From an optimization exercise on the open Yosys and OpenROAD flow, aimed at small area, a short achievable clock period and few clock cycles per item; shortcuts taken in it are not production practice. Where RTL was checked, it was by simulation tests only, not by an equivalence proof against the original. For runs 3 to 5, only the layout was checked, not whether the RTL still works.

[run.sh]
#!/bin/bash
# synth_recipe.tcl (not shown) runs the flow's synth.tcl, then flattens the netlist and writes it again
# the make line also repeats each setting of config.mk as NAME=value (left out here)
make -C /OpenROAD-flow-scripts/flow DESIGN_CONFIG=/design/flow/config.mk WORK_HOME=/design/flow/orfs CLKGATE_MAP_FILE= SYNTH_SCRIPT=/design/flow/synth_recipe.tcl finish
[config.mk]
export PLATFORM = sky130hd
export DESIGN_NAME = ysyx_divunit
export DESIGN_NICKNAME = ysyx_divunit
export VERILOG_FILES = /design/flow/design.v
export SDC_FILE = /design/flow/constraint.sdc
export NUM_CORES = 8
export LEC_CHECK = 0
export CAP_MARGIN = 20
export CORE_MARGIN = 2
export CORE_UTILIZATION = 50
export PLACE_DENSITY = 0.6
export SETUP_SLACK_MARGIN = 5
export SLEW_MARGIN = 20
[constraint.sdc]
create_clock -name core_clock -period 10.0 [get_ports {clk}]
set_input_delay 2.0000 -clock core_clock [delete_from_list [all_inputs] [get_ports {clk}]]
set_output_delay 2.0000 -clock core_clock [all_outputs]
set_load 0.01 [all_outputs]
[design.v]
module ysyx_divunit (
    input             clk,
    input             rstn,
    input             div_valid,
    input             div_word,
    input             div_sign,
    input             alu_sec,
    input      [63:0] dividend,
    input      [63:0] divisor,
    output            res_rdy,
    output     [63:0] div_res
);
localparam S_IDLE = 3'd0, S_SHIFT = 3'd1, S_ITER = 3'd2, S_NEG = 3'd3, S_DONE = 3'd4;
reg  [2:0]  state;
reg  [63:0] rem;      
reg  [63:0] dsr;      
reg  [63:0] quo;      
reg  [5:0]  cnt;      
reg         nb_r, sec_r, w_r, cin_r, negq_r, negr_r, done_r;
reg  [2:0]  f1, f0;
wire [63:0] a64 = div_word ? {{32{div_sign & dividend[31]}}, dividend[31:0]} : dividend;
wire [63:0] b64 = div_word ? {{32{div_sign & divisor[31]}},  divisor[31:0]}  : divisor;
wire        na  = div_sign & a64[63];
wire        nb  = div_sign & b64[63];
wire [63:0] xa  = a64 ^ {64{na}};    
wire [63:0] xb  = b64 ^ {64{nb}};    
function [6:0] msb64(input [63:0] x);
    reg [31:0] v1; reg [1*32-1:0] p1;
    reg [15:0] v2; reg [2*16-1:0] p2;
    reg [7:0]  v3; reg [3*8-1:0]  p3;
    reg [3:0]  v4; reg [4*4-1:0]  p4;
    reg [1:0]  v5; reg [5*2-1:0]  p5;
    integer i;
    begin
        for (i = 0; i < 32; i = i + 1) begin
            v1[i] = x[2*i+1] | x[2*i];
            p1[i] = x[2*i+1];
        end
        for (i = 0; i < 16; i = i + 1) begin
            v2[i] = v1[2*i+1] | v1[2*i];
            p2[2*i +: 2] = v1[2*i+1] ? {1'b1, p1[(2*i+1)*1 +: 1]} : {1'b0, p1[(2*i)*1 +: 1]};
        end
        for (i = 0; i < 8; i = i + 1) begin
            v3[i] = v2[2*i+1] | v2[2*i];
            p3[3*i +: 3] = v2[2*i+1] ? {1'b1, p2[(2*i+1)*2 +: 2]} : {1'b0, p2[(2*i)*2 +: 2]};
        end
        for (i = 0; i < 4; i = i + 1) begin
            v4[i] = v3[2*i+1] | v3[2*i];
            p4[4*i +: 4] = v3[2*i+1] ? {1'b1, p3[(2*i+1)*3 +: 3]} : {1'b0, p3[(2*i)*3 +: 3]};
        end
        for (i = 0; i < 2; i = i + 1) begin
            v5[i] = v4[2*i+1] | v4[2*i];
            p5[5*i +: 5] = v4[2*i+1] ? {1'b1, p4[(2*i+1)*4 +: 4]} : {1'b0, p4[(2*i)*4 +: 4]};
        end
        msb64 = {v5[1] | v5[0], v5[1] ? {1'b1, p5[9:5]} : {1'b0, p5[4:0]}};
    end
endfunction
wire [63:0] xa2 = na ? {~a64[62:0], 1'b1} : a64;
wire [6:0] ma = msb64(xa2);
wire [6:0] mb = msb64(xb);
wire       va = ma[6], vb = mb[6];
wire [5:0] pa = ma[5:0];
wire [5:0] pb = vb ? mb[5:0] : 6'd0;
wire       bz   = ~vb & ~nb;                                  
wire [6:0] sdif = {1'b0, pa} - {1'b0, pb};                    
wire       k0   = bz | ~va | sdif[6];                         
wire [63:0] y0 = quo;
wire [63:0] y1 = cnt[0] ? {y0[62:0], {1{nb_r}}}  : y0;
wire [63:0] y2 = cnt[1] ? {y1[61:0], {2{nb_r}}}  : y1;
wire [63:0] y3 = cnt[2] ? {y2[59:0], {4{nb_r}}}  : y2;
wire [63:0] y4 = cnt[3] ? {y3[55:0], {8{nb_r}}}  : y3;
wire [63:0] y5 = cnt[4] ? {y4[47:0], {16{nb_r}}} : y4;
wire [63:0] y6 = cnt[5] ? {y5[31:0], {32{nb_r}}} : y5;
wire        q;
wire [63:0] t;
add_pfx #(.N(64)) u_add (.a(rem), .b(~dsr), .ci(cin_r), .s(t), .co(q));
wire last   = (cnt == 6'd0);
wire s_idle = (state == S_IDLE), s_sh = (state == S_SHIFT), s_iter = (state == S_ITER), s_neg = (state == S_NEG);
wire mvq    = s_iter & last & ~sec_r;                 
wire take   = (q & s_iter & ~mvq) | s_sh | s_neg;
wire [63:0] alt = s_idle ? xa : (mvq ? {quo[62:0], q} : rem);
always @(posedge clk or negedge rstn) begin
    if (!rstn) begin
        state  <= S_IDLE;
        done_r <= 1'b0;
    end else begin
        done_r <= 1'b0;
        case (state)
            S_IDLE:  if (div_valid) begin
                         if (k0) begin state <= S_DONE; done_r <= 1'b1; end else state <= S_SHIFT;
                     end
            S_SHIFT: state <= S_ITER;
            S_ITER:  if (last) begin
                         if (negq_r | negr_r) state <= S_NEG;
                         else begin state <= S_DONE; done_r <= 1'b1; end
                     end
            S_NEG:   begin state <= S_DONE; done_r <= 1'b1; end
            default: state <= S_IDLE;
        endcase
    end
end
always @(posedge clk) begin
    rem <= take ? t : alt;
    case (state)
        S_IDLE: begin
            quo    <= xb;
            dsr    <= {64{1'b1}};
            nb_r   <= nb;
            sec_r  <= alu_sec;
            w_r    <= div_word;
            cin_r  <= na;
            negq_r <= ~alu_sec & (na ^ nb);
            negr_r <= alu_sec & na;
            cnt    <= sdif[5:0];
            if (!k0) begin
                f1 <= 3'b111;
                f0 <= 3'b000;
            end else if (alu_sec) begin    
                f1 <= {~na & ~div_word, ~na, ~na};
                f0 <= {na & ~div_word, na, na};
            end else begin                 
                f1 <= {bz & ~na & ~div_word, bz & ~na, bz};
                f0 <= {bz & ~na & ~div_word, bz & ~na, bz};
            end
        end
        S_SHIFT: begin
            dsr   <= y6;
            quo   <= 64'd0;
            cin_r <= ~nb_r;
        end
        S_ITER: begin
            dsr <= last ? 64'd0 : {1'b0, dsr[63:1]};
            quo <= {quo[62:0], q};
            cnt <= cnt - 6'd1;
            if (last) cin_r <= 1'b0;
        end
        S_NEG: begin
            f1 <= 3'b000;
            f0 <= {~w_r, 2'b11};
        end
        default: ;
    endcase
end
genvar gi;
generate
    for (gi = 0; gi < 64; gi = gi + 1) begin : g_out
        localparam integer G = (gi == 0) ? 0 : (gi < 32) ? 1 : 2;
        assign div_res[gi] = rem[gi] ? f1[G] : f0[G];
    end
endgenerate
assign res_rdy = done_r;
endmodule
module add_pfx #(parameter N = 64) (
    input  [N-1:0] a,
    input  [N-1:0] b,
    input          ci,
    output [N-1:0] s,
    output         co
);
localparam M = N + 1;    
reg [M-1:0] g, p;
integer d, i;
always @* begin
    g = {a & b, ci};
    p = {a ^ b, 1'b0};
    for (d = 1; d < M; d = d * 2)
        for (i = M-1; i >= 0; i = i - 1)
            if ((i / d) % 2 == 1) begin
                g[i] = g[i] | (p[i] & g[(i/d)*d - 1]);
                p[i] = p[i] & p[(i/d)*d - 1];
            end
end
assign s  = (a ^ b) ^ g[M-2:0];
assign co = g[M-1];
endmodule
==> out/results.txt, run 1 <==
The flow ran to the end and the layout has no timing, DRC or antenna violations. The overall fraction of global-route tracks in use was 37.66%. The tools report the maximum buffer depth of the clock tree as 3. Counting the buffers created by CTS gives 27. Global routing consumed, on the met2 layer, 59.92% of the routing resources. The initial antenna violation count was 3.

Critical path class: in -> reg. Measured against its own limit, the worst slew margin works out to 26.26%. In this run the count of I/O pins placed on the die edge is 199. Once the floorplan was initialized, standard cells occupied 50.49% of the core.

The first global-routing pass estimated 128000 µm of wire. The logs give 0 for the final count of hold timing violations and 5.539% for the met3 global-route usage. For the final routed database, the setup TNS stands at 0 ns. Across all setup checks in the final design, the least slack found is 4.163 ns. Clock tree synthesis selected as its root buffer the cell sky130_fd_sc_hd__clkbuf_16. The run gives 2 as the count of yosys warnings during synthesis. In the routed layout, each cell is associated on average with a via count of 6.602. In this run the worst hold path is classified as reg -> reg. The logs give 1 for the H-tree depth and 0 for the setup-violating endpoint count in the final report. The most common flop cell mapped by yosys is sky130_fd_sc_hd__edfxtp_1.

Before CTS, the worst setup slack after placement is 1.878 ns. The synthesized-area fraction occupied by and/or/nand/nor cells was 14.38%; the proportion of register bits with asynchronous set or reset after synthesis was 1.869%. The synthesized design contains 210 enable-type register cells. Tracing the worst setup path back leads to its startpoint at div_sign. At the later pin of the worst-skew pair, clock insertion delay measures 0.57 ns.

After the first detailed-routing iteration, the DRC count stood at 2898. The share of cell area taken by muxes after synthesis was 14.90%. Buffers placed on the I/O ports in this run total 198. Of all nets on the critical path, the largest fanout is 8. The floorplan has 76 rows. The combinational family with the most area after synthesis is compound AO/OA/AOI/OAI gates.

The transition time at the pin with the least slew margin came out at 1.106 ns. The flip-flop and latch count after synthesis works out to 214. The pre-antenna-repair detailed-routing pass consisted of 8 iterations. The die boundary height came out at 212.1 µm. The synthesized area was 21650 µm²; the die area was 44990 µm². Summing the areas of all compound-gate instances in the mapped netlist gives 23.89% of the synthesized area.

The run gives 0 as the remaining antenna violation count. After global routing, the most crowded layer is met2. In the post-synthesis netlist, the biggest area contributors are sky130_fd_sc_hd__edfxtp_1 (29%), sky130_fd_sc_hd__mux4_2 (6.3%), sky130_fd_sc_hd__o21ai_0 (6.3%). The core box area is 42890 µm², and the overall via count from detail_route is 21670. Global routing used 51.51% of the available met1 tracks. STA puts the critical path data arrival time at 6.32 ns. In this run, post-CTS hold repair placed 0 buffers. The period utilization is 58.37%, and the filler cell count in the final layout is 3722. The number of different library cells used by synthesis comes to 86.

The adder-cell share of the synthesized area is 4.784%. Final critical delay including setup and external delays: 5.837 ns. The beginning of the worst register-to-register path was rem[3]$_DFFE_PP_. In the final layout, the share of cells above drive strength 1 is 18.73%.

Synthesis produced a netlist whose cell count is 2518. The number of cells on the worst reg-to-reg path is 20. Fmax: 171.3 MHz. After clock tree synthesis, the clock-pin slew on the worst setup and hold paths is 0.06 ns. For the worst hold margin, the log shows 0.5737 ns. Final estimated routing congestion in global placement: 1.035.

In the final routed layout, each cell accounts on average for 26.30 µm.

Chip width: 212.1 µm. Cell type with the highest aggregate area in the netlist: sky130_fd_sc_hd__edfxtp_1. Summed over all nets, the half-perimeter wirelength after detailed placement is 61300 µm. Counting every net in the synthesized netlist gives 2730.

Summed over all layers, the global routing overflow is 0. Reported max-cap violation count: 0. The tools report the destination of the critical timing path as done_r$_DFF_PN0_. The clock arrives with 0.02878 ns of skew.

Entering global routing, the biggest net connects 85 pins. The worst hold path stage count was 2; the number of global-route vias before repair was 20610. Compared with the post-synthesis result, the final layout area differs by 24.18%. The tools report the residual DRC count as 0.

The tools report the sequential share of the synthesized area as 29.58%. The endpoint identified for the worst register-to-register timing path is rem[37]$_DFFE_PP_. Setup repair after global routing could not meet its margin everywhere. Of the total synthesized cell area, the portion taken by XOR and XNOR cells is 6.674%. The area share of the leading cell type in the synthesized netlist works out to 29.12%.

For the worst setup path, the data required time is 10.49 ns. After synthesis, the mean cell area works out to 8.600 µm². TritonCTS built the clock tree.

The net count of the finished layout is 2887. Final max-slew violation count: 0. The tools report the startpoint of the worst hold path as dsr[21]$_DFFE_PP_.

The worst setup path is launched from an input port. Kind of end point of the critical path: a flop. The tree built by TritonCTS fans out to 214 sinks. Wires add up to 86340 µm. Cells fill 62.70% of the core in the end.
[cell usage after synthesis, drive strengths merged (41+ instances only)]
master,instances
inv,129
nand2,316
xnor2,151
mux2i,67
nor2,129
a211oi,41
nand3,48
clkbuf,148
buf,49
o31ai,44
mux2,105
nor3,44
mux4,61
edfxtp,210
o21ai,275
ha,70
a21oi,197
[final cells by class]
class / instances / area [µm²] / share of cell area (%)
inverter: 129 / 524.3 / 1.950
tap: 585 / 732.0 / 2.722
timing repair buffer: 319 / 3288 / 12.23
timing repair inverter: 1 / 8.758 / 0.03257
clock buffer: 34 / 701.9 / 2.610
antenna: 2 / 5.005 / 0.01861
clock inverter: 16 / 128.9 / 0.4792
multi-input combinational: 1983 / 15100 / 56.14
sequential: 214 / 6406 / 23.82
[metrics by stage]
| stage | area (µm²) | instances |
|---|---|---|
| final | 26890 | 3283 |
| after global routing | 26890 | 3281 |
| after CTS | 26410 | 3262 |
| after detailed placement | 23970 | 3129 |
| after global placement | 23970 | 3129 |
| after floorplan | 21860 | 2518 |
[registers in the layout, summed over array words and instances (netlist names), 3 cells and up]
name	count
dsr	64
quo	64
rem	64
cnt	6
f0	3
f1	3
state	3
[placed cells by master (no fill, tap or decap), types with 16 or more instances in the layout]
cell,n
sky130_fd_sc_hd__ha_1,58
sky130_fd_sc_hd__edfxtp_1,210
sky130_fd_sc_hd__a21oi_1,182
sky130_fd_sc_hd__buf_4,90
sky130_fd_sc_hd__xnor2_1,150
sky130_fd_sc_hd__inv_1,121
sky130_fd_sc_hd__clkbuf_16,27
sky130_fd_sc_hd__mux2_2,104
sky130_fd_sc_hd__nand4_1,21
sky130_fd_sc_hd__mux2i_1,66
sky130_fd_sc_hd__nor3_1,41
sky130_fd_sc_hd__mux4_2,61
sky130_fd_sc_hd__a211oi_1,32
sky130_fd_sc_hd__o21ai_0,265
sky130_fd_sc_hd__nor2b_1,17
sky130_fd_sc_hd__o211ai_1,38
sky130_fd_sc_hd__o31ai_1,41
sky130_fd_sc_hd__o21a_1,16
sky130_fd_sc_hd__dlygate4sd2_1,43
sky130_fd_sc_hd__nand2_1,309
sky130_fd_sc_hd__nand3_1,44
sky130_fd_sc_hd__a31oi_1,23
sky130_fd_sc_hd__nor2_1,122
sky130_fd_sc_hd__a21o_1,20
sky130_fd_sc_hd__clkdlybuf4s50_1,136
[metal layers]
layer | vias to the layer above | share of wire [%] | wire length, µm
met4 | 2 | 4.6 | 3933
li1 | 9749 | - | -
met2 | 1289 | 45 | 39110
met5 | - | 0.015 | 13
met3 | 239 | 9.4 | 8122
met1 | 10400 | 41 | 35160
[critical path: stages]
cell,delay (ns)
sky130_fd_sc_hd__buf_12,0.10
sky130_fd_sc_hd__buf_12,0.14
sky130_fd_sc_hd__buf_4,0.14
sky130_fd_sc_hd__a2111oi_4,0.34
sky130_fd_sc_hd__a41oi_2,0.08
sky130_fd_sc_hd__a211oi_2,0.30
sky130_fd_sc_hd__o211ai_1,0.19
sky130_fd_sc_hd__or2_1,0.28
sky130_fd_sc_hd__buf_4,0.15
sky130_fd_sc_hd__a2111oi_0,0.46
sky130_fd_sc_hd__o21ai_0,0.24
sky130_fd_sc_hd__ha_4,0.29
sky130_fd_sc_hd__a21oi_2,0.15
sky130_fd_sc_hd__nor2_1,0.08
sky130_fd_sc_hd__nor2_1,0.16
sky130_fd_sc_hd__nor2b_1,0.07
sky130_fd_sc_hd__o21a_1,0.17
sky130_fd_sc_hd__o21a_1,0.19
sky130_fd_sc_hd__o41a_4,0.12
sky130_fd_sc_hd__or4b_4,0.51
sky130_fd_sc_hd__a21oi_2,0.16
[how the worst min path moves through the flow]
stage	end	slack (ns)
after floorplan	state[1]$_DFFE_PN0P_	0.53
after global placement	dsr[12]$_DFFE_PP_	0.55
after detailed placement	dsr[20]$_DFFE_PP_	0.55
after CTS	dsr[59]$_DFFE_PP_	0.57
after global routing	dsr[35]$_DFFE_PP_	0.60
final	dsr[20]$_DFFE_PP_	0.57
[repair_timing]
action                     CTS  global route
setup buffers               68            18
setup endpoints to repair  143           126
cloned                      15             0
hold endpoints to repair     0             0
resized for setup          247            63
pin swaps                   34            23
[cell families after synthesis]
family,Yosys count
and+or+nand+nor,679
buffers and inverters,326
DFF,214
muxes,233
xor gates and xnor gates,165
AOI/OAI and AO/OA,823
adders and majority gates,78
Testbench counts, summed over its fixed seeds: cycles 36,333, divs 3,200.
==> inputs of run 2 (changes only) <==
--- a/config.mk
+++ b/config.mk
@@ -8,6 +8,6 @@
 export CAP_MARGIN = 20
 export CORE_MARGIN = 2
-export CORE_UTILIZATION = 50
-export PLACE_DENSITY = 0.6
+export CORE_UTILIZATION = 65
+export PLACE_DENSITY = 0.75
 export SETUP_SLACK_MARGIN = 5
 export SLEW_MARGIN = 20
==> run 2 against run 1 <==
  * Still clean on timing, DRC and antenna
  * Clock skew decreased by 0.0089 ns
  * First-iteration DRC count up 17%
  * Worst setup slack got worse by 0.21 ns
  * Via count is 6.1% higher
  * Clock-buffer cell count fell by 2
  * Critical path type unchanged
==> out/results.txt, run 2 <==
The count of buffers inserted at the top-level ports is 198 (unchanged). The global-route wire length before repair is 123100 µm (-3.8%), and the synthesis-to-finish area growth is 21.58%. The number of detailed-route iterations in the first pass was 9 (+1). The tree is rooted in a sky130_fd_sc_hd__clkbuf_16. The die area was 34790 µm² (-23%). The sequential share of the synthesized area came out at 29.58% (unchanged).

The setup TNS came out at 0 ns (unchanged). Tracing the worst setup path back leads to its startpoint at dividend[61]. The tools report the H-tree depth as 1 (unchanged).

The ratio of cells with drive above 1 in the final layout is 17.81% (-0.93 points), and the remaining global-route overflow is 0 (unchanged). The transition time at the pin with the least slew margin was 1.264 ns (+0.1580 ns). The die boundary height is 186.5 µm (-12%). In the synthesized netlist, the cells that appear most often are sky130_fd_sc_hd__nand2_1 (316), sky130_fd_sc_hd__o21ai_0 (274), sky130_fd_sc_hd__edfxtp_1 (210), sky130_fd_sc_hd__a21oi_1 (196), sky130_fd_sc_hd__xnor2_1 (151). For this run, the leading register cell type out of synthesis is sky130_fd_sc_hd__edfxtp_1. Traced cell by cell, the critical path runs through clkdlybuf4s50_1 -> nand4_1 -> o211ai_1 -> nand4_1 -> nor2_1 -> a21oi_1 -> o21ai_0 -> a221oi_2 -> ha_2 -> inv_2 -> fa_2 -> a21oi_2 -> nor2_2 -> nor2_2 -> buf_4 -> buf_4 -> buf_4 -> buf_4 -> buf_4 -> buf_4 -> buf_4 -> xor2_2 -> a21oi_1. The chip width came out at 186.5 µm (-12%). For the worst setup skew after layout, the log shows 0.01987 ns (-0.008909 ns). The beginning of the worst register-to-register path is dsr[5]$_DFFE_PP_. For the maximum number of pins on one net before global-route repair, the log shows 100 (+18%).

The flow ran to the end and the layout has no timing, DRC or antenna violations. The starting density of the core was 66.22% (+16 points). The cell type with the highest aggregate area in the netlist was sky130_fd_sc_hd__edfxtp_1.

The wire length reported by the detailed router was 83900 µm (-2.8%); the period utilization was 60.45% (+2.1 points). Critical path class: in -> reg. For the remaining antenna violation count, the log shows 0 (unchanged).

The top cell types in the final layout, fill and taps aside, are sky130_fd_sc_hd__nand2_1 (310), sky130_fd_sc_hd__o21ai_0 (263), sky130_fd_sc_hd__edfxtp_1 (210). The largest registers in the layout are dsr x64, quo x64, rem x64. For the half-perimeter wire length after detailed placement, the log shows 56270 µm (-8.2%). The dominant cell type by count on the critical path was sky130_fd_sc_hd__buf_4. The flip-flop and latch count after synthesis came out at 214 (unchanged). The number of top-level pins was 199 (unchanged); the overall fraction of global-route tracks in use was 44.89% (+7.2 points). The synthesized instance count is 2518 (unchanged), and the final cell count without fillers is 3123 (-4.9%). The final critical delay including setup and external delays works out to 6.045 ns (+0.2077 ns). TritonCTS built the clock tree.

Setup repair after global routing could not meet its margin everywhere. The logs give 3 (unchanged) for the maximum buffer depth of the clock tree and 0 (unchanged) for the setup-violating endpoint count in the final report. Number of cell rows: 66 (-13%). The proportion of register bits with asynchronous set or reset after synthesis was 1.869% (unchanged); the net count reported at finish was 2873 (-0.48%). The final max-slew violation count was 0 (unchanged); the reported max-cap violation count was 0 (unchanged).

The logs give 2730 (unchanged) for the number of nets produced by synthesis and 21650 µm² (unchanged) for the synthesized area. The worst setup path is captured at a flop. The run gives 21380 (+3.8%) as the number of global-route vias before repair. Slowest cell on the critical path: sky130_fd_sc_hd__clkdlybuf4s50_1. The number of synthesized flops with an enable pin is 210 (unchanged).

The area share of the leading cell type in the synthesized netlist is 29.12% (unchanged). The logs give 3385 (+17%) for the starting DRC count in detailed routing and 2 (unchanged) for the count of yosys warnings during synthesis. The via density per instance came out at 7.360 (+11%). For the number of buffers inserted for hold repair after clock tree synthesis, the log shows 0 (unchanged).

The clock transition at the registers of the reported paths came out at 0.07 ns (about the same). Leading cell type by number of instances after synthesis: sky130_fd_sc_hd__nand2_1. For the arrival time at the worst endpoint, the log shows 6.33 ns (about the same). For the fmax, the log shows 165.4 MHz (-3.4%).

The tools report the headroom to the max-slew limit as 15.42% (-11 points). The residual DRC count is 0 (unchanged). The startpoint identified for the worst hold timing path is dsr[27]$_DFFE_PP_.

For the clock network latency to the later pin of the worst-skew pair, the log shows 0.55 ns (-0.02 ns). The final estimated routing congestion in global placement was 1.059 (+2.3%). The worst setup path is launched from an input port.

The run gives 0 (unchanged) as the final count of hold timing violations. The critical path's largest stage delay was 0.66 ns (+0.15 ns). In the post-synthesis netlist, the biggest area contributors are sky130_fd_sc_hd__edfxtp_1 (29%), sky130_fd_sc_hd__mux4_2 (6.3%), sky130_fd_sc_hd__o21ai_0 (6.3%). The worst endpoint required time was 10.29 ns (-0.20 ns). The core box area is 32700 µm² (-24%), and the number of unique standard cell types used by synthesis is 86 (unchanged).

The synthesized area divided by synthesized cell count came out at 8.600 µm² (unchanged). The maximum net fanout on the critical path was 4 (-4); the initial antenna violation count was 5 (+2). The run gives 2985 (-4.6%) as the number of instances in the placed design. The run gives 22990 (+6.1%) as the overall via count from detail_route. The worst hold path belongs to the class reg -> reg. The post-detailed-route wirelength per cell came out at 26.86 µm (+2.1%). The commonest non-fill, non-tap cell in the layout was sky130_fd_sc_hd__nand2_1. The number of sinks handled by clock tree synthesis is 214 (unchanged), and the number of CTS-inserted buffers is 24 (-11%).
==> run 2: cell counts after synthesis <==
Identical to the previous run, type by type.
==> run 2: worst paths after layout <==
path	to	slack [ns]	cells past startpoint
max in group asynchronous	state[2]$_DFFE_PN0P_	8.08	1
setup reg to reg	rem[45]$_DFFE_PP_	5.00	19
min in group asynchronous	state[1]$_DFFE_PN0P_	1.70	1
setup / recovery	cnt[4]$_DFFE_PP_	3.96	23
hold / removal	dsr[26]$_DFFE_PP_	0.57	2
hold reg to reg	dsr[26]$_DFFE_PP_	0.57	2
==> run 2: layout make-up <==
cell class	count	area, µm²
timing repair buffer	306	3065
clock buffer	32	671.9
timing repair inverter	4	35.03
fill	2082	6374
clock inverter	12	210.2
sequential	214	6406
multi-input combinational	1982	14850
tap	442	553.0
inverter	129	533.0
antenna	2	5.005
==> run 2: cells by family after synthesis <==
logic type,Yosys count,synth area share [%]
AO/OA/AOI/OAI,823,23.89
XOR/XNOR,165,6.674
multiplexers,233,14.90
flip-flops,214,29.58
AND/OR/NAND/NOR,679,14.38
adder cells (fa/ha/maj),78,4.784
buffers and inverters,326,5.790
==> run 2: per-layer routing <==
layer	vias to the layer above	share of wire, %	GRT usage (%)
met1	10630	34	55.86
met3	514	14	11.44
met5	-	0.032	0
met4	4	7.0	22.68
li1	9714	-	-
met2	2127	45	72.78
==> run 2: through the flow <==
step / instance area (µm²) / hold WS, ns / util [%] / setup WS (ns)
finish: 26330 / 0.5740 / 80.51 / 3.955
CTS: 25880 / 0.5618 / 79.15 / 4.281
global placement: 23780 / 0.5489 / 72.72 / 2.400
floorplan: 21860 / 0.5285 / - / 4.211
detailed placement: 23780 / 0.5541 / 72.72 / 2.242
global route: 26320 / 0.5842 / 80.49 / 3.980
==> run 2: timing repair <==
| action | CTS | global route |
|---|---|---|
| pin swaps | 40 | 31 |
| resized for setup | 199 | 64 |
| buffers inserted | 56 | 19 |
| gates cloned | 14 | 2 |
| endpoints found under the setup margin | 143 | 133 |
==> run 2: critical path, delay by kind of cell <==
kind | cells | cell delay (ns)
AOI/OAI and AO/OA | 6 | 1.20
xor gates and xnor gates | 1 | 0.15
adders and majority gates | 2 | 0.44
buffers and inverters | 9 | 1.60
and+or+nand+nor | 5 | 0.92
==> inputs of run 3 (changes only) <==
--- a/design.v
+++ b/design.v
@@ -56,13 +56,14 @@
     end
 endfunction
-wire [63:0] xa2 = na ? {~a64[62:0], 1'b1} : a64;
-wire [6:0] ma = msb64(xa2);
+wire [6:0] ma = msb64(xa);
 wire [6:0] mb = msb64(xb);
 wire       va = ma[6], vb = mb[6];
-wire [5:0] pa = ma[5:0];
-wire [5:0] pb = vb ? mb[5:0] : 6'd0;
+wire [5:0] pa = ma[5:0], pb = mb[5:0];
 wire       bz   = ~vb & ~nb;                                  
-wire [6:0] sdif = {1'b0, pa} - {1'b0, pb};                    
-wire       k0   = bz | ~va | sdif[6];                         
+wire [6:0] dab  = {1'b0, pa} - {1'b0, pb};
+wire       lt0  = dab[6];                                     
+wire       lt1  = dab[6] & ~(&dab);                           
+wire       k0   = bz | (na ? (vb & (va ? lt1 : (pb != 6'd0))) : (~va | (vb & lt0)));
+wire [5:0] sdif = (va ? pa + 6'd1 : 6'd0) + {5'd0, na} - (vb ? pb + 6'd1 : 6'd1);
 wire [63:0] y0 = quo;
 wire [63:0] y1 = cnt[0] ? {y0[62:0], {1{nb_r}}}  : y0;
@@ -112,5 +113,5 @@
             negq_r <= ~alu_sec & (na ^ nb);
             negr_r <= alu_sec & na;
-            cnt    <= sdif[5:0];
+            cnt    <= sdif;
             if (!k0) begin
                 f1 <= 3'b111;
--- a/config.mk
+++ b/config.mk
@@ -8,6 +8,6 @@
 export CAP_MARGIN = 20
 export CORE_MARGIN = 2
-export CORE_UTILIZATION = 65
-export PLACE_DENSITY = 0.75
+export CORE_UTILIZATION = 50
+export PLACE_DENSITY = 0.6
 export SETUP_SLACK_MARGIN = 5
 export SLEW_MARGIN = 20
==> run 3 against run 2 <==
  * Still clean on timing, DRC and antenna
  * Synthesized area rose by 3.7%
  * Worst setup slack gained 0.10 ns
  * Maximum frequency up 1.7%
  * Routed wire length up 0.92%
  * Design area up 5.0%
  * Utilization down 18 points
  * Non-clock buffer count increased by 14
  * Hold slack lost 0.0053 ns
  * Die area up 34%
  * Sequential share of layout area is 1.2 points lower
  * Critical path type unchanged
  * Largest cell class unchanged
==> out/results.txt, run 3 <==
The run gives 46610 µm² (+34%) as the die area. The clock transition at the registers of the reported paths came out at 0.06 ns (about the same). Number of top-level pins: 199 (unchanged).

Yosys attributes the largest share of cell area to sky130_fd_sc_hd__edfxtp_1 (28%), sky130_fd_sc_hd__mux4_2 (6.1%), sky130_fd_sc_hd__xnor2_1 (5.9%). The number of cell rows is 77 (+17%). The clock network latency to the later pin of the worst-skew pair came out at 0.57 ns (+0.02 ns). Starting density of the core: 50.77% (-15 points). The final critical delay including setup and external delays was 5.943 ns (-0.1021 ns).

Starting DRC count in detailed routing: 2593 (-23%). The post-route standard cell area excluding fillers is 27640 µm² (+5.0%). The synthesis-to-finish area growth is 23.14%. The remaining antenna violation count came out at 0 (unchanged). The synthesized area divided by synthesized cell count was 8.759 µm² (+1.8%). Initial antenna violation count: 2 (-3). The tools report the number of sinks handled by clock tree synthesis as 214 (unchanged).

Setup-violating endpoint count in the final report: 0 (unchanged). The reported max-cap violation count came out at 0 (unchanged). Among all flip-flop cells after synthesis, the most frequent one is sky130_fd_sc_hd__edfxtp_1. The synthesized design spends more area on one cell type than any other, namely sky130_fd_sc_hd__edfxtp_1. The flow ran to the end and the layout has no timing, DRC or antenna violations.

The worst setup path is of the in -> reg kind. The setup TNS came out at 0 ns (unchanged). The run gives 24730 µm² (+4.0%) as the total placed instance area. The ratio of cells with drive above 1 in the final layout is 20.72% (+2.9 points).

The number of detailed-route iterations in the first pass is 6 (-3). Worst setup skew after layout: 0.02627 ns (+0.006398 ns). The post-detailed-route wirelength per cell came out at 25.40 µm (-5.4%).

TritonCTS built the clock tree. The via density per instance was 6.578 (-11%). Maximum net fanout on the critical path: 3 (-1). For the maximum buffer depth of the clock tree, the log shows 3 (unchanged). The filler cell count in the final layout came out at 3792 (+82%). Root buffer selected by CTS: sky130_fd_sc_hd__clkbuf_16. Wire length reported by the detailed router: 84670 µm (+0.92%). The headroom to the max-slew limit is 28.25% (+13 points).

Number of unique standard cell types used by synthesis: 102 (+19%). The leading cell type by number of instances after synthesis was sky130_fd_sc_hd__nand2_1. The chip width was 215.9 µm (+16%); the half-perimeter wire length after detailed placement was 60760 µm (+8.0%). Die boundary height: 215.9 µm (+16%). The overall via count from detail_route is 21920 (-4.6%).

The number of synthesized flops with an enable pin came out at 210 (unchanged). The logs give 1.819 ns (-0.4226 ns) for the setup slack at placement and 6.26 ns (-0.07 ns) for the arrival time at the worst endpoint. The largest registers in the layout are dsr x64, quo x64, rem x64. The net count reported at finish came out at 2946 (+2.5%). The worst hold path belongs to the class reg -> reg. The proportion of register bits with asynchronous set or reset after synthesis is 1.869% (unchanged). The synthesized area is 22450 µm² (+3.7%), and the antenna cell count is 0 (-2).

The fmax is 168.3 MHz (+1.7%), and the residual DRC count is 0 (unchanged). The run gives 85 (-15%) as the maximum number of pins on one net before global-route repair. STA classifies the critical path startpoint as an input port. Transition time at the pin with the least slew margin: 1.076 ns (-0.1879 ns). The period utilization came out at 59.43% (-1.0 points).

For the worst endpoint required time, the log shows 10.31 ns (+0.02 ns). The library cells used most frequently in the layout, excluding fill and tap cells, are sky130_fd_sc_hd__nand2_1 (279), sky130_fd_sc_hd__o21ai_0 (231), sky130_fd_sc_hd__edfxtp_1 (210). Flip-flop and latch count after synthesis: 214 (unchanged).

The overall fraction of global-route tracks in use is 35.28% (-9.6 points), and the synthesized instance count is 2563 (+1.8%). The count of buffers inserted at the top-level ports is 198 (unchanged). The tools report the final max-slew violation count as 0 (unchanged). Commonest non-fill, non-tap cell in the layout: sky130_fd_sc_hd__nand2_1. The area share of the leading cell type in the synthesized netlist works out to 28.09% (-1.0 points). Sorting the synthesized cells by how often they occur yields sky130_fd_sc_hd__nand2_1 (286), sky130_fd_sc_hd__o21ai_0 (244), sky130_fd_sc_hd__edfxtp_1 (210), sky130_fd_sc_hd__a21oi_1 (191), sky130_fd_sc_hd__xnor2_1 (151). Setup repair after global routing could not meet its margin everywhere.

The final setup slack of the worst path is 4.057 ns (+0.1021 ns). The tools report the number of global-route vias before repair as 21050 (-1.6%). The sequential share of the synthesized area was 28.54% (-1.0 points); the fraction of the core area covered by cells at the end of the flow was 62.51% (-18 points). The tools report the H-tree depth as 1 (unchanged). The core box area was 44220 µm² (+35%); the final count of hold timing violations was 0 (unchanged). The number of nets produced by synthesis came out at 2788 (+2.1%). The final estimated routing congestion in global placement was 0.9657 (-8.8%); the count of yosys warnings during synthesis was 2 (unchanged).

STA classifies the critical path endpoint as a flop. The remaining global-route overflow is 0 (unchanged). The number of CTS-inserted buffers was 27 (+13%). Global-route wire length before repair: 127000 µm (+3.2%).
## run 3: changes by cell type after synthesis, moves of 12 or more
cell                       delta
sky130_fd_sc_hd__o21ai_0     -30
sky130_fd_sc_hd__ha_1        +12
sky130_fd_sc_hd__nand2_1     -30
sky130_fd_sc_hd__o211ai_1    +12
sky130_fd_sc_hd__a221oi_1    +26
sky130_fd_sc_hd__inv_1       +13
## run 3: worst paths after layout
kind,start,end,slack [ns],cells past startpoint
max in group asynchronous,rstn,done_r$_DFF_PN0_,8.08,1
min in group asynchronous,rstn,state[2]$_DFFE_PN0P_,1.69,1
min reg2reg,dsr[8]$_DFFE_PP_,dsr[7]$_DFFE_PP_,0.57,2
min,dsr[8]$_DFFE_PP_,dsr[7]$_DFFE_PP_,0.57,2
max reg2reg,dsr[42]$_DFFE_PP_,rem[30]$_DFFE_PP_,5.13,19
max,dividend[38],cnt[5]$_DFFE_PP_,4.06,22
## run 3: metal layers
| layer | track usage (%) | vias to the layer above | routed length, µm |
|---|---|---|---|
| met5 | 0 | - | 8 |
| met4 | 10.96 | 2 | 2973 |
| met3 | 6.779 | 181 | 8291 |
| met2 | 56.48 | 1174 | 38530 |
| met1 | 48.36 | 10600 | 34860 |
| li1 | - | 9967 | - |
## run 3: cells by family (layout without fill, tap and decap cells)
| family | count (synthesis) | after routing | synth area share (%) |
|---|---|---|---|
| multiplexers | 236 | 236 | 14.54 |
| adder cells (fa/ha/maj) | 91 | 91 | 5.373 |
| AO/OA/AOI/OAI | 826 | 826 | 24.02 |
| buffers and inverters | 344 | 517 | 6.081 |
| flip-flops | 214 | 214 | 28.54 |
| XOR/XNOR | 173 | 173 | 6.750 |
| AND/OR/NAND/NOR | 679 | 684 | 14.71 |
## run 3: final cells by class
type,count,area [µm²],share of cell area [%]
Clock inverter,19,176.4,0.6382
Multi-Input combinational cell,2010,15870,57.42
Sequential cell,214,6406,23.17
Tap cell,592,740.7,2.680
Clock buffer,30,686.9,2.485
Inverter,146,580.6,2.100
Timing Repair inverter,2,17.52,0.06337
Timing Repair Buffer,320,3163,11.44
## run 3: stage by stage
step | hold WS [ns] | std cells
detailed placement | 0.5629 | 3183
floorplan | 0.5174 | 2563
CTS | 0.5717 | 3315
global placement | 0.5504 | 3183
global route | 0.6026 | 3333
finish | 0.5687 | 3333
## run 3: worst max-delay path, stage by stage
cell                            delay, ns
sky130_fd_sc_hd__dlygate4sd2_1       0.34
sky130_fd_sc_hd__nand4_1             0.19
sky130_fd_sc_hd__buf_4               0.17
sky130_fd_sc_hd__a31oi_1             0.16
sky130_fd_sc_hd__o21ai_1             0.13
sky130_fd_sc_hd__a221o_1             0.36
sky130_fd_sc_hd__a211oi_2            0.29
sky130_fd_sc_hd__o22ai_2             0.13
sky130_fd_sc_hd__buf_6               0.14
sky130_fd_sc_hd__ha_4                0.21
sky130_fd_sc_hd__and2b_1             0.18
sky130_fd_sc_hd__ha_4                0.26
sky130_fd_sc_hd__ha_4                0.23
sky130_fd_sc_hd__a21o_1              0.17
sky130_fd_sc_hd__a21oi_2             0.14
sky130_fd_sc_hd__o21bai_1            0.07
sky130_fd_sc_hd__a21oi_1             0.16
sky130_fd_sc_hd__xnor2_1             0.18
sky130_fd_sc_hd__xnor2_2             0.18
sky130_fd_sc_hd__mux2_4              0.33
sky130_fd_sc_hd__nor3_2              0.15
sky130_fd_sc_hd__nor3_2              0.08
## run 3: repair_timing
item | CTS | global route
hold buffers | 0 | 0
buffers inserted | 69 | 16
pin swaps | 79 | 44
gates cloned | 14 | 0
setup endpoints to repair | 143 | 137
gates resized for setup | 392 | 58
==> inputs of run 4 (changes only) <==
==> design.v (replaced) <==
module ysyx_divunit (
    input             clk,
    input             rstn,
    input             div_valid,
    input             div_word,
    input             div_sign,
    input             alu_sec,
    input      [63:0] dividend,
    input      [63:0] divisor,
    output            res_rdy,
    output     [63:0] div_res
);
localparam S_IDLE = 3'd0, S_BL = 3'd1, S_SHIFT = 3'd2, S_ITER = 3'd3, S_NEG = 3'd4, S_DONE = 3'd5;
reg  [2:0]  state;
reg  [63:0] rem;      
reg  [63:0] dsr;      
reg  [63:0] quo;      
reg  [5:0]  cnt;      
reg         na_r, nb_r, sec_r, w_r, cin_r, negd_r, done_r;
wire [63:0] a64 = div_word ? {{32{div_sign & dividend[31]}}, dividend[31:0]} : dividend;
wire [63:0] b64 = div_word ? {{32{div_sign & divisor[31]}},  divisor[31:0]}  : divisor;
wire        na  = div_sign & a64[63];
wire        nb  = div_sign & b64[63];
wire [63:0] xa  = a64 ^ {64{na}};    
wire [63:0] xb  = b64 ^ {64{nb}};    
function [6:0] msb64(input [63:0] x);    
    reg [31:0] v1; reg [1*32-1:0] p1;
    reg [15:0] v2; reg [2*16-1:0] p2;
    reg [7:0]  v3; reg [3*8-1:0]  p3;
    reg [3:0]  v4; reg [4*4-1:0]  p4;
    reg [1:0]  v5; reg [5*2-1:0]  p5;
    integer i;
    begin
        for (i = 0; i < 32; i = i + 1) begin
            v1[i] = x[2*i+1] | x[2*i];
            p1[i] = x[2*i+1];
        end
        for (i = 0; i < 16; i = i + 1) begin
            v2[i] = v1[2*i+1] | v1[2*i];
            p2[2*i +: 2] = v1[2*i+1] ? {1'b1, p1[(2*i+1)*1 +: 1]} : {1'b0, p1[(2*i)*1 +: 1]};
        end
        for (i = 0; i < 8; i = i + 1) begin
            v3[i] = v2[2*i+1] | v2[2*i];
            p3[3*i +: 3] = v2[2*i+1] ? {1'b1, p2[(2*i+1)*2 +: 2]} : {1'b0, p2[(2*i)*2 +: 2]};
        end
        for (i = 0; i < 4; i = i + 1) begin
            v4[i] = v3[2*i+1] | v3[2*i];
            p4[4*i +: 4] = v3[2*i+1] ? {1'b1, p3[(2*i+1)*3 +: 3]} : {1'b0, p3[(2*i)*3 +: 3]};
        end
        for (i = 0; i < 2; i = i + 1) begin
            v5[i] = v4[2*i+1] | v4[2*i];
            p5[5*i +: 5] = v4[2*i+1] ? {1'b1, p4[(2*i+1)*4 +: 4]} : {1'b0, p4[(2*i)*4 +: 4]};
        end
        msb64 = {v5[1] | v5[0], v5[1] ? {1'b1, p5[9:5]} : {1'b0, p5[4:0]}};
    end
endfunction
wire [6:0] ma = msb64(rem);
wire [6:0] mb = msb64(quo);
wire       va = ma[6], vb = mb[6];
wire [5:0] pa = ma[5:0], pb = mb[5:0];
wire       bz   = ~vb & ~nb_r;                                
wire       lt0  = pa < pb;
wire       lt1  = {1'b0, pa} + 7'd1 < {1'b0, pb};
wire       k0   = bz | (na_r ? (vb & (va ? lt1 : (pb != 6'd0))) : (~va | (vb & lt0)));
wire [5:0] sdif = (va ? pa + 6'd1 : 6'd0) + {5'd0, na_r} - (vb ? pb + 6'd1 : 6'd1);
wire [63:0] y0 = quo;
wire [63:0] y1 = cnt[0] ? {y0[62:0], {1{nb_r}}}  : y0;
wire [63:0] y2 = cnt[1] ? {y1[61:0], {2{nb_r}}}  : y1;
wire [63:0] y3 = cnt[2] ? {y2[59:0], {4{nb_r}}}  : y2;
wire [63:0] y4 = cnt[3] ? {y3[55:0], {8{nb_r}}}  : y3;
wire [63:0] y5 = cnt[4] ? {y4[47:0], {16{nb_r}}} : y4;
wire [63:0] y6 = cnt[5] ? {y5[31:0], {32{nb_r}}} : y5;
wire [65:0] sum = {1'b0, rem, 1'b1} + {1'b0, ~dsr, cin_r};
wire        q   = sum[65];
wire [63:0] t   = sum[64:1];
wire last  = (cnt == 6'd0);
wire negq  = ~sec_r & (na_r ^ nb_r);
wire negr  = sec_r & na_r;
wire s_idle = (state == S_IDLE), s_bl = (state == S_BL), s_iter = (state == S_ITER), s_neg = (state == S_NEG);
wire mvq   = s_iter & last & ~sec_r;                   
wire take  = (q & s_iter & ~mvq) | (s_bl & ~k0) | s_neg;
wire [63:0] k0q = {{32{bz & ~na_r & ~w_r}}, {31{bz & ~na_r}}, bz};
wire [63:0] alt = s_idle ? xa : s_bl ? (sec_r ? rem : k0q) : mvq ? {quo[62:0], q} : rem;
always @(posedge clk or negedge rstn) begin
    if (!rstn) begin
        state  <= S_IDLE;
        done_r <= 1'b0;
    end else begin
        done_r <= 1'b0;
        case (state)
            S_IDLE:  if (div_valid) state <= S_BL;
            S_BL:    if (k0) begin state <= S_DONE; done_r <= 1'b1; end else state <= S_SHIFT;
            S_SHIFT: state <= S_ITER;
            S_ITER:  if (last) begin
                         if (negq | negr) state <= S_NEG;
                         else begin state <= S_DONE; done_r <= 1'b1; end
                     end
            S_NEG:   begin state <= S_DONE; done_r <= 1'b1; end
            default: state <= S_IDLE;
        endcase
    end
end
always @(posedge clk) begin
    rem <= take ? t : alt;
    case (state)
        S_IDLE: begin
            quo    <= xb;
            dsr    <= {64{1'b1}};
            na_r   <= na;
            nb_r   <= nb;
            sec_r  <= alu_sec;
            w_r    <= div_word;
            cin_r  <= na;
        end
        S_BL: begin
            dsr    <= 64'd0;
            cnt    <= sdif;
            cin_r  <= ~nb_r;
            negd_r <= k0 & negr;
        end
        S_SHIFT: begin
            dsr <= y6;
            quo <= 64'd0;
        end
        S_ITER: begin
            dsr <= last ? 64'd0 : {1'b0, dsr[63:1]};
            quo <= {quo[62:0], q};
            cnt <= cnt - 6'd1;
            if (last) cin_r <= 1'b0;
        end
        S_NEG: begin
            negd_r <= 1'b1;
        end
        default: ;
    endcase
end
assign div_res = {(rem[63:32] ^ {32{negd_r}}) & {32{~w_r}}, rem[31:0] ^ {32{negd_r}}};
assign res_rdy = done_r;
endmodule
==> run 4 against run 3 <==
  * Largest cell class unchanged
  * Critical endpoint is now cnt[5]$_DFFE_PN_
  * Clock-buffer cell count is 2 lower
  * Clock skew is 0.0065 ns lower
  * Cell count is 2.7% lower
  * Critical path type is now reg -> reg
  * Non-clock buffer count is 43 lower
  * First-iteration DRC count is 14% higher
==> out/results.txt, run 4 <==
Leaving out fill and tap cells, the most frequent cells in the layout are sky130_fd_sc_hd__nand2_1 (272), sky130_fd_sc_hd__o21ai_0 (234), sky130_fd_sc_hd__a21oi_1 (212). The final critical delay including setup and external delays is 5.109 ns (-0.8339 ns), and the global-route wire length before repair is 119300 µm (-6.1%). The setup TNS is 0 ns (unchanged).

The count of buffers inserted at the top-level ports was 198 (unchanged); the die boundary height was 212.8 µm (-1.4%). The tools report the number of top-level pins as 199 (unchanged). The synthesized area is 21790 µm² (-2.9%). The setup slack at placement is 3.630 ns (+1.811 ns). The tools report the final setup slack of the worst path as 4.891 ns (+0.8339 ns). The post-detailed-route wirelength per cell was 25.08 µm (-1.3%). The half-perimeter wire length after detailed placement came out at 61840 µm (+1.8%). The final count of hold timing violations was 0 (unchanged). The clock transition at the registers of the reported paths is 0.07 ns (about the same). The largest registers in the layout are dsr x64, quo x64, rem x64.

The initial antenna violation count is 7 (+5). The number of buffers inserted for hold repair after clock tree synthesis was 0 (unchanged); the number of global-route vias before repair was 19300 (-8.3%).

The beginning of the worst register-to-register path is quo[55]$_DFFE_PP_. The logs give 208 (-2.8%) for the number of sinks handled by clock tree synthesis and 76 (-1.3%) for the number of cell rows. The overall fraction of global-route tracks in use was 35.08% (-0.19 points). Leaving out fill and tap cells, the most frequent cell in the layout is sky130_fd_sc_hd__nand2_1.

The tools report the overall via count from detail_route as 20860 (-4.8%). The post-route standard cell area excluding fillers was 25590 µm² (-7.4%). The chip width works out to 212.8 µm (-1.4%). The logs give 93 (-8.8%) for the number of unique standard cell types used by synthesis and 1 (unchanged) for the H-tree depth.

The run finished with no timing, DRC or antenna violations. The family with the most delay on the worst path was simple AND/OR/NAND/NOR gates. The proportion of register bits with asynchronous set or reset after synthesis came out at 1.923% (+0.054 points). The headroom to the max-slew limit came out at 25.54% (-2.7 points).

sky130_fd_sc_hd__edfxtp_1 takes more of the synthesized area than any other cell. The tools report the remaining global-route overflow as 0 (unchanged). The synthesized instance count is 2521 (-1.6%), and the synthesized area divided by synthesized cell count is 8.644 µm² (-1.3%).

The tools report the startpoint type of the worst setup path as a flop. The number of synthesized flops with an enable pin is 204 (-2.9%), and the arrival time at the worst endpoint is 5.41 ns (-0.85 ns). The synthesis-to-finish area growth is 17.43%, and the number of detailed-route iterations in the first pass is 6 (unchanged). The run gives 0 (unchanged) as the remaining antenna violation count. Number of instances in the placed design: 3144 (-1.2%).

The total placed instance area is 23970 µm² (-3.1%). The logs give 89 (+4.7%) for the maximum number of pins on one net before global-route repair and 50.59% (-0.18 points) for the starting density of the core. Area share of the leading cell type in the synthesized netlist: 28.11% (about the same). The transition time at the pin with the least slew margin came out at 1.117 ns (+0.04070 ns).

Leading cell type by number of instances after synthesis: sky130_fd_sc_hd__nand2_1. The number of CTS-inserted buffers is 25 (-7.4%). The tools report the final cell count without fillers as 3243 (-2.7%). Slowest cell on the critical path: sky130_fd_sc_hd__nor3_1.

Setup-violating endpoint count in the final report: 0 (unchanged). In this run the most critical hold path is launched from dsr[57]$_DFFE_PP_.

For the reported max-cap violation count, the log shows 0 (unchanged). The sequential share of the synthesized area was 28.57% (+0.035 points). The period utilization was 51.09% (-8.3 points).

TritonCTS built the clock tree. The via density per instance was 6.433 (-2.2%); the maximum buffer depth of the clock tree was 3 (unchanged). The ratio of cells with drive above 1 in the final layout is 11.30% (-9.4 points), and the flip-flop and latch count after synthesis is 208 (-2.8%).

The critical path's largest stage delay works out to 0.83 ns (+0.47 ns). Walking the worst path, the cells encountered are nor4_2 -> nand4_1 -> nor3_1 -> nand4_1 -> nand2_1 -> ha_1 -> ha_1 -> a21o_1 -> a21oi_1 -> o21bai_1 -> a21oi_1 -> xnor2_1 -> xnor2_1 -> a21oi_1. The commonest cells after synthesis are sky130_fd_sc_hd__nand2_1 (280), sky130_fd_sc_hd__o21ai_0 (237), sky130_fd_sc_hd__a21oi_1 (213), sky130_fd_sc_hd__edfxtp_1 (204), sky130_fd_sc_hd__nor2_1 (174). For the fmax, the log shows 195.7 MHz (+16%).

The clock network latency to the later pin of the worst-skew pair was 0.56 ns (about the same); the maximum net fanout on the critical path was 8 (+5). The residual DRC count came out at 0 (unchanged). Sorting the synthesized cells by area gives the leading types as sky130_fd_sc_hd__edfxtp_1 (28%), sky130_fd_sc_hd__mux4_2 (5.7%), sky130_fd_sc_hd__mux2i_1 (5.6%). The tools report the starting DRC count in detailed routing as 2968 (+14%). The root buffer selected by CTS was sky130_fd_sc_hd__clkbuf_16. The most used flip-flop cell after synthesis is sky130_fd_sc_hd__edfxtp_1. Worst hold margin: 0.5801 ns (+0.01139 ns). The net count reported at finish was 2858 (-3.0%). For the core box area, the log shows 43080 µm² (-2.6%). The count of yosys warnings during synthesis was 1 (-1). The kind of end point of the critical path was a flop. Setup repair after global routing could not meet its margin everywhere.

The count of buffer and inverter cells on the critical path works out to 0 (-3). The most numerous cell type found on the critical path is sky130_fd_sc_hd__a21oi_1.

The tools report the final estimated routing congestion in global placement as 1.000 (+3.6%). The run gives 2743 (-1.6%) as the number of nets produced by synthesis. Critical path class: reg -> reg. The most critical setup path has its startpoint at quo[55]$_DFFE_PP_.

The tools report the fraction of the core area covered by cells at the end of the flow as 59.41% (-3.1 points). In this run the worst hold path is classified as reg -> reg. The worst setup skew after layout is 0.01977 ns (-0.006500 ns), and the die area is 45270 µm² (-2.9%).

Final max-slew violation count: 0 (unchanged). For the worst endpoint required time, the log shows 10.30 ns (about the same). The tools report the wire length reported by the detailed router as 81320 µm (-3.9%).
## run 4: area by class of cell
cell class / instances / area (µm²)
diodes: 3 / 7.507
clock buffers: 28 / 636.9
clock inverters: 18 / 155.1
fillers: 3914 / 17490
inverters: 144 / 541.8
multi-input cells: 1980 / 14650
flip-flops and latches: 208 / 6226
well taps: 585 / 732.0
repair buffers: 277 / 2636
## run 4: what timing repair did
item | 4_1_cts | 5_1_grt
pin swaps | 6 | 15
gates cloned | 2 | 1
endpoints found under the setup margin | 158 | 130
gates resized for setup | 36 | 35
setup buffers | 13 | 34
hold endpoints to repair | 0 | 0
## run 4: kinds of logic (layout without fill, tap and decap cells)
group                      count (synthesis)  after routing  synth area share (%)
AOI/OAI and AO/OA                        756            757                 21.78
buffers and inverters                    335            467                 6.379
adders and majority gates                 88             88                 5.122
xor gates and xnor gates                 265            265                 10.65
muxes                                    220            220                 13.50
other                                      0              3                     0
and+or+nand+nor                          649            650                 13.99
DFF                                      208            208                 28.57
## run 4: worst paths after layout
path	cells past startpoint	slack, ns	to
setup / recovery	14	4.89	cnt[5]$_DFFE_PN_
hold / removal	2	0.58	dsr[56]$_DFFE_PP_
setup reg to reg	14	4.89	cnt[5]$_DFFE_PN_
hold reg to reg	2	0.58	dsr[56]$_DFFE_PP_
max in group asynchronous	1	8.11	state[1]$_DFFE_PN0P_
min in group asynchronous	1	1.68	done_r$_DFF_PN0_
## run 4: worst register-to-register path: stages (launching register included)
cell and delay, ns:
sky130_fd_sc_hd__edfxtp_1 0.59, sky130_fd_sc_hd__nor4_2 0.46, sky130_fd_sc_hd__nand4_1 0.34, sky130_fd_sc_hd__nor3_1 0.83, sky130_fd_sc_hd__nand4_1 0.66, sky130_fd_sc_hd__nand2_1 0.25, sky130_fd_sc_hd__ha_1 0.27, sky130_fd_sc_hd__ha_1 0.30
sky130_fd_sc_hd__a21o_1 0.18, sky130_fd_sc_hd__a21oi_1 0.21, sky130_fd_sc_hd__o21bai_1 0.10, sky130_fd_sc_hd__a21oi_1 0.18, sky130_fd_sc_hd__xnor2_1 0.10, sky130_fd_sc_hd__xnor2_1 0.29, sky130_fd_sc_hd__a21oi_1 0.11
## run 4: routing by layer
layer	vias up	GRT usage, %	share of wire [%]
li1	9501	-	-
met2	1091	54.11	45
met3	130	6.530	11
met1	10130	50.77	42
met5	-	0	0.070
met4	8	8.657	2.4
==> inputs of run 5 (changes only) <==
==> flow/run.sh (new file) <==
#!/bin/bash
# Standard ORFS layout, with timing repair aimed below the clock period.
set -euo pipefail
bash standard.sh SETUP_SLACK_MARGIN=6.7 finish > standard.log 2>&1
==> standard.sh (new file) <==
#!/bin/bash
# synth_recipe.tcl (not shown) runs the flow's synth.tcl, then flattens the netlist and writes it again
# the make line also repeats each setting of config.mk as NAME=value (left out here)
make -C /OpenROAD-flow-scripts/flow DESIGN_CONFIG=/design/flow/config.mk WORK_HOME=/design/flow/orfs CLKGATE_MAP_FILE= SYNTH_SCRIPT=/design/flow/synth_recipe.tcl "${@:-finish}"
--- a/config.mk
+++ b/config.mk
@@ -10,4 +10,3 @@
 export CORE_UTILIZATION = 50
 export PLACE_DENSITY = 0.6
-export SETUP_SLACK_MARGIN = 5
 export SLEW_MARGIN = 20
removed: run.sh
==> run 5 against run 4 <==
  * Design area is 12% higher
  * Still clean on timing, DRC and antenna
  * Die area unchanged
  * Critical endpoint is now rem[27]$_DFFE_PP_
  * Worst setup slack better by 0.32 ns
  * Flip-flop and latch count stayed put
  * Critical path type unchanged
  * Register-to-register slack better by 0.32 ns
  * Clock-buffer cell count rose by 3
  * Highest routed layer unchanged
  * Clock skew is 0.0064 ns higher
  * Sequential share of layout area is 2.5 points lower
  * Non-clock buffer count increased by 207
==> out/results.txt, run 5 <==
In the synthesized netlist, the cells that appear most often are sky130_fd_sc_hd__nand2_1 (280), sky130_fd_sc_hd__o21ai_0 (237), sky130_fd_sc_hd__a21oi_1 (213), sky130_fd_sc_hd__edfxtp_1 (204), sky130_fd_sc_hd__nor2_1 (174). Ratio of cells with drive above 1 in the final layout: 23.81% (+13 points). Adder-cell share of the synthesized area: 5.122% (unchanged). The critical path goes through or4_4 -> nor2_4 -> o311ai_1 -> a211oi_4 -> ha_1 -> a21o_1 -> a21oi_1 -> nor2b_1 -> o21ai_1 -> nand3_1 -> a311o_2 -> o211ai_4 -> o21a_4 -> buf_4 -> buf_12 -> buf_12 -> buf_16 -> mux2i_1. The largest total area in the synthesized netlist belongs to sky130_fd_sc_hd__edfxtp_1.

TritonCTS built the clock tree. For the maximum buffer depth of the clock tree, the log shows 3 (unchanged).

The complex-gate fraction of the synthesized area was 21.78% (unchanged); the XOR/XNOR share of the synthesized area was 10.65% (unchanged). The flip-flop and latch count after synthesis came out at 208 (unchanged). The path class of the tightest hold or removal check is reg -> reg.

For the half-perimeter wire length after detailed placement, the log shows 61110 µm (-1.2%). The starting density of the core came out at 50.59% (unchanged). After synthesis, the largest family of logic cells by area is compound AO/OA/AOI/OAI gates.

The residual DRC count was 0 (unchanged). Clock tree synthesis selected as its root buffer the cell sky130_fd_sc_hd__clkbuf_16. The number of CTS-inserted buffers came out at 26 (+4.0%). The slowest cell on the critical path was sky130_fd_sc_hd__or4_4.

Count of buffers inserted at the top-level ports: 198 (unchanged). Setup repair after global routing could not meet its margin everywhere. The area share of the leading cell type in the synthesized netlist is 28.11% (unchanged), and the count of yosys warnings during synthesis is 1 (unchanged). In the synthesized netlist the dominant register cell turns out to be sky130_fd_sc_hd__edfxtp_1. The run gives 0 (unchanged) as the reported max-cap violation count. The synthesized area divided by synthesized cell count was 8.644 µm² (unchanged); the number of top-level pins was 199 (unchanged). The tools report the fmax as 208.7 MHz (+6.6%). The setup TNS came out at 0 ns (unchanged). Overall fraction of global-route tracks in use: 36.66% (+1.6 points). The clock transition at the registers of the reported paths was 0.06 ns (about the same). The number of nets produced by synthesis was 2743 (unchanged).

The transition time at the pin with the least slew margin was 1.162 ns (+0.04458 ns); the chip width was 212.8 µm (unchanged). The sequential share of the synthesized area was 28.57% (unchanged); the die boundary height was 212.8 µm (unchanged). The clock network latency to the later pin of the worst-skew pair is 0.58 ns (+0.02 ns).

The tools report the final count of hold timing violations as 0 (unchanged). For the setup-violating endpoint count in the final report, the log shows 0 (unchanged). The logs give 87610 µm (+7.7%) for the wire length reported by the detailed router and 19960 (+3.5%) for the number of global-route vias before repair. The startpoint type of the worst setup path was a flop. Overall via count from detail_route: 22040 (+5.6%). Kind of end point of the critical path: a flop. The synthesized-area fraction occupied by and/or/nand/nor cells came out at 13.99% (unchanged). Maximum net fanout on the critical path: 9 (+1). Leaving out fill and tap cells, the most frequent cell in the layout is sky130_fd_sc_hd__nand2_1. For the number of cell rows, the log shows 76 (unchanged). The tools report the headroom to the max-slew limit as 22.57% (-3.0 points).

In the layout the commonest cells are sky130_fd_sc_hd__nand2_1 (269), sky130_fd_sc_hd__o21ai_0 (221), sky130_fd_sc_hd__buf_4 (214). The worst setup path is of the reg -> reg kind. Synthesized area: 21790 µm² (unchanged).

The flow ran to the end and the layout has no timing, DRC or antenna violations. The final estimated routing congestion in global placement was 1.022 (+2.2%). The post-detailed-route wirelength per cell works out to 25.37 µm (+1.2%).

By area the synthesized netlist is led by sky130_fd_sc_hd__edfxtp_1 (28%), sky130_fd_sc_hd__mux4_2 (5.7%), sky130_fd_sc_hd__mux2i_1 (5.6%). Share of cell area taken by muxes after synthesis: 13.50% (unchanged). The via density per instance was 6.380 (-0.82%). The worst endpoint required time was 10.27 ns (-0.03 ns); the setup slack at placement was 4.003 ns (+0.3730 ns). The tools report the number of detailed-route iterations in the first pass as 6 (unchanged). In the final layout, the registers with the most flip-flops are dsr x64, quo x64, rem x64.

The dominant cell type by count on the critical path is sky130_fd_sc_hd__buf_12. The arrival time at the worst endpoint was 5.06 ns (-0.35 ns); the global-route wire length before repair was 124500 µm (+4.4%). The number of sinks handled by clock tree synthesis is 208 (unchanged). The period utilization is 47.92% (-3.2 points). The run gives 2521 (unchanged) as the synthesized instance count. The critical path's largest stage delay came out at 0.62 ns (-0.21 ns). The final setup slack of the worst path was 5.208 ns (+0.3167 ns).

The logs give 6 (-1) for the initial antenna violation count and 0 (unchanged) for the remaining global-route overflow. The leading cell type by number of instances after synthesis was sky130_fd_sc_hd__nand2_1. The final max-slew violation count was 0 (unchanged); the maximum number of pins on one net before global-route repair was 90 (+1.1%).

The worst setup skew after layout is 0.02613 ns (+0.006366 ns). The synthesis-to-finish area growth works out to 31.17%. The number of synthesized flops with an enable pin was 204 (unchanged).

The die area was 45270 µm² (unchanged). The net count reported at finish is 3071 (+7.5%). The proportion of register bits with asynchronous set or reset after synthesis is 1.923% (unchanged).

The logs give 1 (unchanged) for the H-tree depth and 2961 (-0.24%) for the starting DRC count in detailed routing. For the number of unique standard cell types used by synthesis, the log shows 93 (unchanged).

The core box area is 43080 µm² (unchanged), and the remaining antenna violation count is 0 (unchanged). The final critical delay including setup and external delays was 4.792 ns (-0.3167 ns).
run 5: cell count changes in the layout (fill, tap and decap cells not counted), sizes merged, moves of 3 or more:
cell | before | now
buf | 78 | 347
dlygate4sd2 | 0 | 3
inv | 143 | 139
nand2 | 281 | 287
clkbuf | 29 | 34
clkdlybuf4s50 | 198 | 131
run 5: worst paths after layout:
check | from | end | slack (ns) | cells past startpoint
setup / recovery | quo[15]$_DFFE_PP_ | rem[27]$_DFFE_PP_ | 5.21 | 18
hold reg to reg | dsr[17]$_DFFE_PP_ | dsr[16]$_DFFE_PP_ | 0.57 | 2
hold / removal | dsr[17]$_DFFE_PP_ | dsr[16]$_DFFE_PP_ | 0.57 | 2
min in group asynchronous | rstn | done_r$_DFF_PN0_ | 1.67 | 1
setup reg to reg | quo[15]$_DFFE_PP_ | rem[27]$_DFFE_PP_ | 5.21 | 18
max in group asynchronous | rstn | state[2]$_DFFE_PN0P_ | 8.12 | 1
run 5: stage by stage:
stage | hold WS [ns] | instance area [µm²] | std cells | utilization (%)
2_1_floorplan | 0.5317 | 22020 | 2521 | -
3_3_place_gp | 0.5523 | 24170 | 3143 | 56.10
3_5_place_dp | 0.5520 | 24170 | 3143 | 56.10
4_1_cts | 0.5647 | 26510 | 3279 | 61.55
5_1_grt | 0.6004 | 28580 | 3453 | 66.35
6_report | 0.5748 | 28580 | 3454 | 66.35
run 5: cell families (layout without fill, tap and decap cells):
| kind of cell | Yosys count | count (layout) |
|---|---|---|
| AOI/OAI and AO/OA | 756 | 756 |
| xor gates and xnor gates | 265 | 265 |
| adders and majority gates | 88 | 88 |
| buffers and inverters | 335 | 675 |
| DFF | 208 | 208 |
| muxes | 220 | 220 |
| other | 0 | 1 |
| and+or+nand+nor | 649 | 656 |
run 5: metal layers:
metal	track usage (%)	share of wire (%)	vias up
li1	-	-	9902
met1	50.80	41	10700
met2	57.48	45	1242
met3	7.560	10	187
met4	11.72	3.9	4
met5	0	0.033	-
run 5: what timing repair did:
action                     CTS  global route
gates resized for setup    381           154
cloned                      18             2
hold buffers                 0             0
setup buffers               71           170
pin swaps                   24            72
setup endpoints to repair  322           266
run 5: layout make-up:
class                      instances  area [µm²]
inverter                         144       549.3
fill                            3468       14490
multi-input combinational       1985       15720
timing repair buffer             484        4538
antenna                            1       2.502
sequential                       208        6226
clock buffer                      31       669.4
clock inverter                    16       148.9
tap                              585       732.0
run 5: worst max-delay path, delay by kind of cell, from the launching register on:
kind / cells / cell delay [ns]
and+or+nand+nor: 4 / 0.99
adders and majority gates: 1 / 0.33
muxes: 1 / 0.08
buffers and inverters: 4 / 0.49
AOI/OAI and AO/OA: 8 / 2.02
DFF: 1 / 0.55

afterwards: timing with drivers on the ports:
The results above use ideal ports. As a check the final layouts listed here were re-extracted and re-timed, cells and wires unchanged. Step 1 (the two cells are an assumption about what drives the block):
set clk [get_ports {clk}]
set_driving_cell -lib_cell sky130_fd_sc_hd__clkbuf_16 $clk
set_driving_cell -lib_cell sky130_fd_sc_hd__buf_2 [delete_from_list [all_inputs] $clk]
Step 2 moves the port delays by t, midway between the first and last clock arrival at a register: inputs arrive t later, outputs are due t later. That takes back most of the time a late clock gives input paths. Slacks: ideal / step 1 / step 2; pairs: ideal / step 1.
run	shift t [ns]	slack for setup (ns)	worst setup path at the end	clock arrival spread, ns	cell pins on the clock port's net
run 1	0.613	4.163 / 4.163 / 3.550	input to register	0.029 / 0.029	1
run 2	0.593	3.955 / 3.981 / 3.387	input to register	0.020 / 0.019	1
run 3	0.613	4.057 / 4.002 / 3.389	input to register	0.026 / 0.026	1
run 4	0.608	4.891 / 4.891 / 4.618	input to register	0.020 / 0.020	1
run 5	0.621	5.208 / 5.208 / 5.160	input to register	0.027 / 0.026	1
After both steps every run listed still meets setup and hold. The setup slack of run 3, which loses most, moves by -0.055 ns with the drivers and by -0.668 ns with both steps.
